This design comes from an exercise in tuning for small area and a short achievable clock period on the open sky130 flow, not from production work. The RTL was checked by simulation tests, not by an equivalence proof against the original design. No activity file was given, so power comes from the tool's default toggle rates.

## flow/design.v (module list and top-level ports; edited modules follow where they fit)
// module bit_shifter_1: 12 lines
// module pe_1: 13 lines
// module conv_calc_5ks: 3059 lines
module conv_calc_5ks(
    valid_in, clk, rst,
    out_data_0, out_data_1, out_data_2, out_data_3, out_data_4, out_data_5, out_data_6, out_data_7, out_data_8, out_data_9, out_data_10, out_data_11, out_data_12, out_data_13, out_data_14, out_data_15, out_data_16, out_data_17, out_data_18, out_data_19, out_data_20, out_data_21, out_data_22, out_data_23, out_data_24,
    out_weight_0, out_weight_1, out_weight_2, out_weight_3, out_weight_4, out_weight_5, out_weight_6, out_weight_7, out_weight_8, out_weight_9, out_weight_10, out_weight_11, out_weight_12, out_weight_13, out_weight_14, out_weight_15, out_weight_16, out_weight_17, out_weight_18, out_weight_19, out_weight_20, out_weight_21, out_weight_22, out_weight_23, out_weight_24, out_weight_25, out_weight_26, out_weight_27, out_weight_28, out_weight_29, out_weight_30, out_weight_31, out_weight_32, out_weight_33, out_weight_34, out_weight_35, out_weight_36, out_weight_37, out_weight_38, out_weight_39, out_weight_40, out_weight_41, out_weight_42, out_weight_43, out_weight_44, out_weight_45, out_weight_46, out_weight_47, out_weight_48, out_weight_49, out_weight_50, out_weight_51, out_weight_52, out_weight_53, out_weight_54, out_weight_55, out_weight_56, out_weight_57, out_weight_58, out_weight_59, out_weight_60, out_weight_61, out_weight_62, out_weight_63, out_weight_64, out_weight_65, out_weight_66, out_weight_67, out_weight_68, out_weight_69, out_weight_70, out_weight_71, out_weight_72, out_weight_73, out_weight_74,
    bias_0, bias_1, bias_2,
    conv_out_1, conv_out_2, conv_out_3,
    valid_out
);
  // ...
==> flow/run.sh <==
#!/bin/bash
# synth_recipe.tcl (not shown) runs the flow's synth.tcl, then flattens the netlist and writes it again
# the make line also repeats each setting of config.mk as NAME=value (left out here)
make -C /OpenROAD-flow-scripts/flow DESIGN_CONFIG=/design/flow/config.mk WORK_HOME=/design/flow/orfs CLKGATE_MAP_FILE= SYNTH_SCRIPT=/design/flow/synth_recipe.tcl finish
==> flow/config.mk <==
export PLATFORM = sky130hd
export DESIGN_NAME = conv_calc_5ks
export DESIGN_NICKNAME = conv_calc_5ks
export VERILOG_FILES = /design/flow/design.v
export SDC_FILE = /design/flow/constraint.sdc
export NUM_CORES = 4
export LEC_CHECK = 0
export CAP_MARGIN = 20
export CORE_MARGIN = 2
export CORE_UTILIZATION = 40
export SLEW_MARGIN = 20
==> flow/constraint.sdc <==
create_clock -name core_clock -period 14.0 [get_ports {clk}]
set_input_delay 2.8000 -clock core_clock [delete_from_list [all_inputs] [get_ports {clk}]]
set_output_delay 2.8000 -clock core_clock [all_outputs]
set_load 0.01 [all_outputs]
==> summary.txt, run 1 <==
run status finished clean; Max transition margin 17.7%; FF+latch count, synth 217; Final Cell Area 72700 um^2; fin nets 9361; DR WL met3 34.6 mm; fraction of area in multi-input gates 76.7%; initial antenna violation count 95; total CTS buffers 29; largest net degree at the start of global routing 26; CTS resizes 0; Max Cap Viol 0; Post-Synth Adder-Cell Area 36.0%; Seq group 0.00143 W; combinational share of power 88.9%; worst-path fanout max 14; placed insts 9755; Crit. End Element flop; largest area contributor in the netlist fa_1; Fillers 16040; Plain + repair buffers 591; Worst path depth 13; Final Util 44.7%; commonest cells after routing, fill and taps aside 1109 x fa_1, 1050 x xnor2_1, 723 x inv_1; largest cell class by area multi-input gates; CP bufs+invs 5; share of flip-flops with an asynchronous set or reset 0.461%; via/cell ratio 5.95; cell with the most instances after synthesis fa_1; Overall Global Routing Usage 37.6%; Final Power 0.0198 W; routed len/inst 32.6 um; final hold violations 0; Setup Buffers After CTS 0; Max Root-Sink Buffers 3; clock slew at reported path FFs 0.06 ns; final setup margin 6.14 ns
==> run 2, diff against run 1 <==
==> flow/flow/run.sh (new file) <==
#!/bin/bash
set -euo pipefail
MARGIN=${MARGIN:-7.5}
bash standard.sh SETUP_SLACK_MARGIN=$MARGIN finish > standard.log 2>&1
==> flow/standard.sh (new file) <==
#!/bin/bash
# synth_recipe.tcl (not shown) runs the flow's synth.tcl, then flattens the netlist and writes it again
# the make line also repeats each setting of config.mk as NAME=value (left out here)
make -C /OpenROAD-flow-scripts/flow DESIGN_CONFIG=/design/flow/config.mk WORK_HOME=/design/flow/orfs CLKGATE_MAP_FILE= SYNTH_SCRIPT=/design/flow/synth_recipe.tcl "${@:-finish}"
removed: flow/run.sh
==> summary.txt, run 2 <==
run status finished clean (unchanged); share of the synthesized area in the top cell type 33.8% (unchanged); final hold violations 0 (unchanged); TNS Setup 0 ns (unchanged); Critical Path Source r0_1_0$_DFF_P_ (was out_weight_57[3]); crit path DAT 3.96 ns (was 8.39 ns); via/cell ratio 5.98 (was 5.95); post-synthesis sequential area ratio 6.63% (unchanged); Leak Pwr 30.1 nW (was 28.2 nW); H-tree depth 1 (unchanged); number of global-route vias before repair 56279 (was 56243); Switching Power 0.0112 W (was 0.0104 W); Final Setup Violations 0 (unchanged); TritonRoute pass-1 iters 9 (was 7); Max Root-Sink Buffers 3 (unchanged); share of flip-flops with an asynchronous set or reset 0.461% (unchanged); Initial Util 40.3% (unchanged); clock slew at reported path FFs 0.07 ns (was 0.06 ns); most frequent cells after synthesis 1109 x fa_1, 1050 x xnor2_1, 723 x inv_1, 638 x a21oi_1, 560 x clkbuf_1 (unchanged); Placement Setup Slack 5.80 ns (was 5.62 ns); Crit. End Element primary output (was flop); site row count 148 (unchanged); CTS tree done (unchanged); Max VDD drop 0.841 mV (was 1.07 mV); Hold Buf Count CTS 0 (unchanged); Peak Freq 148 MHz (was 127 MHz); syn_nets 9423 (unchanged); worst path required time 11.20 ns (was 14.53 ns); commonest non-fill, non-tap cell in the layout fa_1 (unchanged); vias 59959 (was 58751); cell with the most instances after synthesis fa_1 (unchanged); final setup margin 7.24 ns (was 6.14 ns); largest area contributor in the netlist fa_1 (unchanged); Die Y 409 um (unchanged); I/O pin count 564 (unchanged); combinational share of power 89.2% (was 88.9%); Sw Ratio 53.3% (was 52.7%); Final ANT Viol Nets 0 (unchanged); Max Cap Viol 0 (unchanged); top_reg_cell synth dfxtp_1 (unchanged); Slew @ Worst Pin 1.11 ns (was 1.23 ns); total CTS buffers 31 (was 29); fin crit period 6.76 ns (was 7.86 ns); Overall Global Routing Usage 37.4% (was 37.6%); top post-synthesis cells by area fa_1 34%, xnor2_1 14%, dfxtp_1 6.6% (unchanged); RSZ-0062 raised after global routing yes (was no); PD cells 278 nW/um^2 (was 273 nW/um^2); placement-stage cell area 71600 um^2 (about the same); Final Power 0.0210 W (was 0.0198 W); layout cells sized above 1 16.1% (was 2.35%); gr ovfl total 0 (unchanged); first-pass GRT wire length 438 mm (was 440 mm); fin nets 9512 (was 9361); number of synthesized flops with an enable pin 0 (unchanged); synthesized cell area 65600 um^2 (unchanged); Internal 0.00979 W (was 0.00938 W); critical path class reg -> out (was in -> reg); CTS Sinks 217 (unchanged); commonest cells after routing, fill and taps aside 1009 x fa_1, 962 x xnor2_1, 663 x inv_1 (was 1109 x fa_1, 1050 x xnor2_1, 723 x inv_1); Clock power frac 4.0% (was 3.9%); cell at the root of the clock tree clkbuf_16 (unchanged); area grow syn2layout 14.7% (was 10.8%); die width 409 um (unchanged); final slew viol count 0 (unchanged); GPL Wtd Cong 1.13 (was 1.12); CP Launch Type flop (was primary input); DRC 0 (unchanged); sequential share of power 6.9% (was 7.2%); HPWL Detailed 277 mm (was 278 mm); routed len/inst 32.1 um (was 32.6 um); initial drt markers 7737 (was 8054); largest net degree at the start of global routing 26 (unchanged); die footprint 167000 um^2 (unchanged); yosys warns 1 (unchanged); FF+latch count, synth 217 (unchanged); Yosys cell types 65 (unchanged); initial antenna violation count 131 (was 95); Routed WL 322 mm (was 321 mm); I/O Buffers 563 (unchanged); core area 163000 um^2 (unchanged); syn_area_per_cell 8.55 um^2 (unchanged); Final Util 46.3% (was 44.7%); Max transition margin 25.9% (was 17.7%); Final Cell Area 75300 um^2 (was 72700 um^2); Syn Inst Count 7673 (unchanged); hold crit path type in -> async (unchanged); final worst-path cycle share 48.3% (was 56.1%); worst-path fanout max 3 (was 14)
==> run 2: path summary, 6_finish.rpt <==
path / endpoint
max: conv_out_1[2]
min: valid_out$_DFF_PP0_
max in group asynchronous: valid_out$_DFF_PP0_
min in group core_clock: valid_out$_DFF_PP0_
==> run 2: cell type report <==
type | count | area (um^2)
clock inverter | 18 | 173
antenna | 73 | 183
sequential | 217 | 4360
inverter | 774 | 3160
fill | 16046 | 87500
multi-input combinational | 5998 | 58100
clock buffer | 37 | 838
tap | 2175 | 2720
timing repair buffer | 740 | 5780
==> run 2: worst max-delay path, stage by stage (launching register included) <==
cell and delay (ns):
dfxtp_2 0.32, fa_1 0.55, inv_2 0.04, fa_2 0.53, inv_2 0.04, ha_4 0.14
a211oi_2 0.17, nand2_1 0.09, a221o_2 0.42, buf_4 0.17, buf_6 0.11, o21a_1 0.19
o21a_1 0.19, nor2_2 0.09, xnor2_1 0.12, buf_2 0.16
==> run 2: cell families after synthesis <==
family	after synthesis	synth area share [%]
flops	217	6.63
compound gates	1646	15.5
buf+inv	1458	8.35
fa+ha+maj	1223	36.0
mux	501	7.77
simple gates	1554	11.4
xor+xnor	1074	14.3
==> run 2: power groups by stage <==
stage / clock network [W] / registers (W) / logic (W)
after global routing: 0.000851 / 0.00147 / 0.0204
after global placement: 0 / 0.00144 / 0.0169
after CTS: 0.000830 / 0.00144 / 0.0178
after detailed placement: 0 / 0.00145 / 0.0172
final: 0.000829 / 0.00144 / 0.0187
after floorplan: 0 / 0.00139 / 0.0103
==> run 2: what timing repair did <==
item / 4_1_cts / 5_1_grt
setup buffers: 81 / 75
cloned: 0 / 2
setup endpoints to repair: 212 / 175
pin swaps: 128 / 115
resized for setup: 1564 / 1043
==> run 2: routing by layer <==
metal	GRT usage [%]	wire (um)	share of wire, %
met1	49.2	124000	39
met2	54.4	136000	42
met3	8.85	35000	11
met4	24.8	26100	8.1
met5	0	449	0.14
==> run 2: metrics by stage <==
step	std cells	hold WS, ns
final	10032	2.29
after global routing	10001	2.30
after CTS	9882	2.28
after detailed placement	9746	2.95
after global placement	9746	2.95
after floorplan	7673	2.53
==> run 3, diff against run 2 <==
==> flow/flow/run.sh (replaced) <==
#!/bin/bash
set -euo pipefail
MARGIN=${MARGIN:-8.0}
bash standard.sh SETUP_SLACK_MARGIN=$MARGIN finish > standard.log 2>&1
==> summary.txt, run 3 <==
Max Root-Sink Buffers 3 (unchanged); cell with the most instances after synthesis fa_1 (unchanged); Clock power frac 3.2% (was 4.0%); syn_nets 9423 (unchanged); Final ANT Viol Nets 0 (unchanged); die footprint 167000 um^2 (unchanged); routed len/inst 31.6 um (was 32.1 um); PD cells 264 nW/um^2 (was 278 nW/um^2); Routed WL 324 mm (was 322 mm); worst path required time 11.20 ns (about the same); HPWL Detailed 271 mm (was 277 mm); Initial Util 40.3% (unchanged); area grow syn2layout 33.9% (was 14.7%); worst-path fanout max 3 (unchanged); Max Cap Viol 0 (unchanged); RSZ-0062 raised after global routing yes (unchanged); Die Y 409 um (unchanged); largest net degree at the start of global routing 25 (was 26); most frequent cells after synthesis 1109 x fa_1, 1050 x xnor2_1, 723 x inv_1, 638 x a21oi_1, 560 x clkbuf_1 (unchanged); FF+latch count, synth 217 (unchanged); share of flip-flops with an asynchronous set or reset 0.461% (unchanged); initial drt markers 6894 (was 7737); Hold Buf Count CTS 0 (unchanged); top post-synthesis cells by area fa_1 34%, xnor2_1 14%, dfxtp_1 6.6% (unchanged); vias 60670 (was 59959); yosys warns 1 (unchanged); DRC 0 (unchanged); gr ovfl total 0 (unchanged); Yosys cell types 65 (unchanged); Internal 0.0112 W (was 0.00979 W); layout cells sized above 1 38.8% (was 16.1%); Overall Global Routing Usage 37.2% (was 37.4%); CP Launch Type flop (unchanged); TritonRoute pass-1 iters 8 (was 9); via/cell ratio 5.90 (was 5.98); top_reg_cell synth dfxtp_1 (unchanged); share of the synthesized area in the top cell type 33.8% (unchanged); Leak Pwr 34.6 nW (was 30.1 nW); number of synthesized flops with an enable pin 0 (unchanged); run status finished clean (unchanged); final worst-path cycle share 49.6% (was 48.3%); TNS Setup 0 ns (unchanged); total CTS buffers 27 (was 31); combinational share of power 90.6% (was 89.2%); syn_area_per_cell 8.55 um^2 (unchanged); CTS tree done (unchanged); Fillers 14543 (was 16046); worst hold slack 2.33 ns (was 2.29 ns); clock slew at reported path FFs 0.06 ns (was 0.07 ns); I/O pin count 564 (unchanged); Max transition margin 47.4% (was 25.9%); critical path class reg -> out (unchanged); crit path DAT 4.14 ns (was 3.96 ns); Peak Freq 144 MHz (was 148 MHz); I/O Buffers 563 (unchanged); final hold violations 0 (unchanged); number of global-route vias before repair 58276 (was 56279); hold crit path type in -> async (unchanged); post-synthesis sequential area ratio 6.63% (unchanged); final slew viol count 0 (unchanged); commonest non-fill, non-tap cell in the layout xnor2_1 (was fa_1); Max VDD drop 0.770 mV (was 0.841 mV); cell at the root of the clock tree clkbuf_16 (unchanged); fin crit period 6.94 ns (was 6.76 ns); Sw Ratio 51.8% (was 53.3%); H-tree depth 1 (unchanged); Switching Power 0.0120 W (was 0.0112 W); largest area contributor in the netlist fa_1 (unchanged); initial antenna violation count 40 (was 131); GPL Wtd Cong 1.07 (was 1.13); core area 163000 um^2 (unchanged); fin nets 9805 (was 9512); Syn Inst Count 7673 (unchanged); CTS Sinks 217 (unchanged); Slew @ Worst Pin 0.778 ns (was 1.11 ns); site row count 148 (unchanged); commonest cells after routing, fill and taps aside 721 x xnor2_1, 702 x fa_1, 556 x inv_1 (was 1009 x fa_1, 962 x xnor2_1, 663 x inv_1); sequential share of power 6.2% (was 6.9%); Crit. End Element primary output (unchanged); Final Setup Violations 0 (unchanged); first-pass GRT wire length 439 mm (was 438 mm); die width 409 um (unchanged); synthesized cell area 65600 um^2 (unchanged)
==> run 3: cell types whose count changed in the layout (fill, tap and decap cells not counted), moves of 241 or more <==
| cell | change |
|---|---|
| fa_2 | +307 |
| buf_4 | +291 |
| a21oi_1 | -286 |
| fa_1 | -307 |
| a21oi_2 | +270 |
| xnor2_1 | -241 |
==> run 3: cell type report <==
type,count,area (um^2),share of cell area (%)
multi-input cells,5998,65500,74.6
repair buffers,1037,10900,12.4
flip-flops and latches,217,4360,4.96
inverters,774,3380,3.85
well taps,2175,2720,3.10
clock buffers,34,732,0.833
clock inverters,15,185,0.211
diodes,25,62.6,0.0712
==> run 3: power groups by stage <==
stage | clock, W | sequential [W] | combinational (W)
after floorplan | 0 | 0.00139 | 0.0108
after global placement | 0 | 0.00144 | 0.0175
after detailed placement | 0 | 0.00144 | 0.0177
after CTS | 0.000755 | 0.00143 | 0.0193
after global routing | 0.000775 | 0.00146 | 0.0227
final | 0.000746 | 0.00143 | 0.0210
==> run 3: how the worst max path moves through the flow <==
stage | slack, ns | from | depth (start not counted) | to
6_report | 7.06 | r1_6_1$_DFF_P_ | 13 | conv_out_2[10]
5_1_grt | 6.99 | r1_1_2$_DFF_P_ | 15 | conv_out_2[10]
4_1_cts | 7.06 | r0_1_1$_DFF_P_ | 13 | conv_out_1[10]
3_5_place_dp | 6.03 | out_data_1[7] | 14 | r0_10_0$_DFF_P_
3_3_place_gp | 5.98 | out_data_1[7] | 14 | r0_10_0$_DFF_P_
2_1_floorplan | 7.49 | out_weight_32[3] | 14 | r1_3_1$_DFF_P_
==> run 3: repair_timing <==
action | in CTS | in global routing
endpoints found under the setup margin | 225 | 175
buffers inserted | 283 | 145
cloned | 8 | 11
pin swaps | 640 | 702
resized for setup | 4096 | 1258
==> run 3: critical path: stages, from the launching register on <==
cell and delay (ns):
dfxtp_2 0.32, fa_1 0.58, fa_1 0.47, ha_4 0.30, nand4_1 0.18, a21oi_4 0.28
o2111ai_4 0.22, buf_6 0.19, a211oi_4 0.23, buf_4 0.16, o41ai_4 0.07, buf_4 0.16
o311ai_2 0.20, buf_2 0.17
==> run 3: routing by layer <==
metal,up-vias,routed length [um],track usage [%]
li1,26401,-,-
met1,30532,125000,48.2
met2,3036,144000,57.0
met3,693,27600,6.26
met4,8,27700,25.4
met5,-,54,0
==> run 3: through the flow <==
stage	util, %	std cells	setup WS, ns	area (um^2)	total power, W
after floorplan	-	7673	7.49	71000	0.0122
after global placement	45.1	9754	5.98	73400	0.0190
after detailed placement	45.1	9754	6.03	73400	0.0192
after CTS	50.2	10094	7.06	81600	0.0215
after global routing	54.0	10269	6.99	87800	0.0249
final	54.0	10275	7.06	87900	0.0232
==> run 3: logic make-up (layout without fill, tap and decap cells) <==
kind of cell,count (synthesis),count (layout),synth area share (%)
compound gates,1646,1646,15.5
simple gates,1554,1554,11.4
buf+inv,1458,1860,8.35
fa+ha+maj,1223,1223,36.0
xor+xnor,1074,1074,14.3
mux,501,501,7.77
flops,217,217,6.63
other cells,0,25,0
==> run 4, diff against run 3 <==
--- a/flow/config.mk
+++ b/flow/config.mk
@@ -9,3 +9,4 @@
 export CORE_MARGIN = 2
 export CORE_UTILIZATION = 40
 export SLEW_MARGIN = 20
+export TNS_END_PERCENT = 0
==> summary.txt, run 4 <==
run status finished clean (unchanged); Initial Util 40.3% (unchanged); CTS tree done (unchanged); Fillers 16158 (was 14543); first-pass GRT wire length 444 mm (was 439 mm); GPL Wtd Cong 1.13 (was 1.07); worst path required time 14.55 ns (was 11.20 ns); RSZ-0062 raised after global routing yes (unchanged); number of global-route vias before repair 55724 (was 58276); Setup crit end r2_7_0$_DFF_P_ (was conv_out_2[10]); worst-path fanout max 13 (was 3); fin crit period 7.02 ns (was 6.94 ns); routed len/inst 32.9 um (was 31.6 um); post-synthesis sequential area ratio 6.63% (unchanged); Internal 0.00930 W (was 0.0112 W); final slew viol count 0 (unchanged); cell with the most instances after synthesis fa_1 (unchanged); die width 409 um (unchanged); top post-synthesis cells by area fa_1 34%, xnor2_1 14%, dfxtp_1 6.6% (unchanged); Critical Path Source out_weight_73[3] (was r1_6_1$_DFF_P_); share of flip-flops with an asynchronous set or reset 0.461% (unchanged); core area 163000 um^2 (unchanged); largest net degree at the start of global routing 26 (was 25); Leak Pwr 29.2 nW (was 34.6 nW); Die Y 409 um (unchanged); TNS Setup 0 ns (unchanged); Sw Ratio 53.3% (was 51.8%); Max VDD drop 0.856 mV (was 0.770 mV); Max Cap Viol 0 (unchanged); synthesized cell area 65600 um^2 (unchanged); Final ANT Viol Nets 0 (unchanged); DRC 0 (unchanged); Clock power frac 4.1% (was 3.2%); critical path class in -> reg (was reg -> out); top_reg_cell synth dfxtp_1 (unchanged); Final Cell Area 73100 um^2 (was 87900 um^2); Max transition margin 15.9% (was 47.4%); largest area contributor in the netlist fa_1 (unchanged); Slew @ Worst Pin 1.24 ns (was 0.778 ns); non-filler cells, final 9870 (was 10275); syn_area_per_cell 8.55 um^2 (unchanged); Overall Global Routing Usage 38.1% (was 37.2%); share of the synthesized area in the top cell type 33.8% (unchanged); fin nets 9384 (was 9805); Final Util 44.9% (was 54.0%); layout cells sized above 1 5.75% (was 38.8%); die footprint 167000 um^2 (unchanged); sequential share of power 7.2% (was 6.2%); CTS Sinks 217 (unchanged); Critical Path Max Stage Delay 1.00 ns (was 0.58 ns); site row count 148 (unchanged); Peak Freq 142 MHz (was 144 MHz); HPWL Detailed 284 mm (was 271 mm); hold crit path type in -> async (unchanged); Yosys cell types 65 (unchanged); Crit. End Element flop (was primary output); initial drt markers 7881 (was 6894); Switching Power 0.0106 W (was 0.0120 W); Max Root-Sink Buffers 3 (unchanged); yosys warns 1 (unchanged); area grow syn2layout 11.4% (was 33.9%); cell at the root of the clock tree clkbuf_16 (unchanged); gr ovfl total 0 (unchanged); Worst path slowest cell xnor2_1 (was fa_1); vias 58489 (was 60670); Hold Buf Count CTS 0 (unchanged); CP Launch Type primary input (was flop); Final Setup Violations 0 (unchanged); initial antenna violation count 71 (was 40); critical path cell sequence clkdlybuf4s50_1 > clkinv_1 > xnor2_1 > fa_1 > fa_1 > fa_1 > fa_1 > inv_1 (was fa_1 > fa_1 > ha_4 > nand4_1 > a21oi_4 > o2111ai_4 > buf_6 > a211oi_4 > buf_4 > o41ai_4 > buf_4 > o311ai_2 > buf_2); crit path DAT 7.57 ns (was 4.14 ns); H-tree depth 1 (unchanged); TritonRoute pass-1 iters 8 (unchanged); FF+latch count, synth 217 (unchanged); clock slew at reported path FFs 0.07 ns (was 0.06 ns); I/O Buffers 563 (unchanged); syn_nets 9423 (unchanged); number of synthesized flops with an enable pin 0 (unchanged); final hold violations 0 (unchanged); total CTS buffers 30 (was 27); commonest non-fill, non-tap cell in the layout fa_1 (was xnor2_1); most frequent cells after synthesis 1109 x fa_1, 1050 x xnor2_1, 723 x inv_1, 638 x a21oi_1, 560 x clkbuf_1 (unchanged); Routed WL 325 mm (was 324 mm); Syn Inst Count 7673 (unchanged); via/cell ratio 5.93 (was 5.90); combinational share of power 88.7% (was 90.6%); final worst-path cycle share 50.1% (was 49.6%); PD cells 273 nW/um^2 (was 264 nW/um^2); placed insts 9757 (was 9754); Crit path top cell by count fa_1; placement-stage cell area 71700 um^2 (was 73400 um^2); commonest cells after routing, fill and taps aside 1089 x fa_1, 1025 x xnor2_1, 712 x inv_1 (was 721 x xnor2_1, 702 x fa_1, 556 x inv_1); I/O pin count 564 (unchanged); Final Power 0.0199 W (was 0.0232 W)
[run 4: cell counts after synthesis]
Identical to the previous run, type by type.
[run 4: how the worst min path moves through the flow]
stage / endpoint
4_1_cts: valid_out$_DFF_PP0_
2_1_floorplan: valid_out$_DFF_PP0_
3_3_place_gp: valid_out$_DFF_PP0_
5_1_grt: valid_out$_DFF_PP0_
6_report: valid_out$_DFF_PP0_
3_5_place_dp: valid_out$_DFF_PP0_
[run 4: power by group through the flow]
stage | Combinational [W] | Sequential (W) | Clock [W]
finish | 0.0177 | 0.00143 | 0.000810
global route | 0.0194 | 0.00147 | 0.000844
CTS | 0.0175 | 0.00144 | 0.000822
detailed placement | 0.0172 | 0.00145 | 0
global placement | 0.0170 | 0.00144 | 0
floorplan | 0.0103 | 0.00139 | 0
[run 4: layout make-up]
cell class / count / area [um^2] / share of cell area (%)
multi-input cells: 5998 / 56400 / 77.1
repair buffers: 613 / 5610 / 7.67
flip-flops and latches: 217 / 4350 / 5.95
inverters: 774 / 2960 / 4.05
well taps: 2175 / 2720 / 3.72
clock buffers: 35 / 800 / 1.09
clock inverters: 17 / 190 / 0.260
diodes: 41 / 103 / 0.140
[run 4: cells by family (layout without fill, tap and decap cells)]
group | after synthesis | count (layout) | share of synthesized area, %
flops | 217 | 217 | 6.63
other cells | 0 | 41 | 0
xor+xnor | 1074 | 1074 | 14.3
buf+inv | 1458 | 1439 | 8.35
mux | 501 | 501 | 7.77
fa+ha+maj | 1223 | 1223 | 36.0
simple gates | 1554 | 1554 | 11.4
compound gates | 1646 | 1646 | 15.5
[run 4: stage by stage]
step | hold WS, ns | worst slack [ns]
floorplan | 2.53 | 7.49
global placement | 2.94 | 5.92
detailed placement | 2.95 | 5.87
CTS | 2.24 | 7.12
global route | 2.29 | 6.95
finish | 2.27 | 6.98
[run 4: routing by layer]
metal	track usage, %	wire [um]
met5	0	237
met4	21.2	23000
met3	7.23	31300
met2	57.0	139000
met1	51.6	131000
[run 4: what timing repair did]
item	in CTS	in global routing
pin swaps	17	5
endpoints found under the setup margin	228	227
gates resized for setup	475	248
buffers inserted	19	1
[run 4: worst max-delay path: cells and delay by family]
kind       cells  cell delay (ns)
xor+xnor       1             1.00
fa+ha+maj      4             2.16
buf+inv        3             1.58

## afterwards: timing with drivers on the ports
The results above use ideal ports. As a check the final layouts listed here were re-extracted and re-timed, cells and wires unchanged. Step 1, drivers: a clkbuf_16 drives clk and a buf_2 each remaining input, both assumed. Step 2, shift: input delay + t, output delay - t, t = (earliest + latest rising clock arrival at the registers) / 2. This alone moves slack from input paths to output paths. a / b / c = ideal / step 1 / step 2; a / b = the first two.
| run | t (ns) | setup WS [ns] | worst register clock-pin slew, ns | cell pins on the clock port's net |
|---|---|---|---|---|
| run 1 | 0.749 | 6.140 / 6.208 / 5.459 | 0.07 / 0.07 | 1 |
| run 2 | 0.720 | 7.239 / 7.157 / 6.758 | 0.08 / 0.08 | 1 |
| run 3 | 0.693 | 7.061 / 6.975 / 7.068 | 0.07 / 0.07 | 1 |
| run 4 | 0.738 | 6.980 / 7.005 / 6.267 | 0.10 / 0.10 | 1 |
After both steps setup and hold are still met in every run listed. For run 4, which loses most, drivers alone change the setup slack by +0.025 ns; drivers and shift together by -0.713 ns.
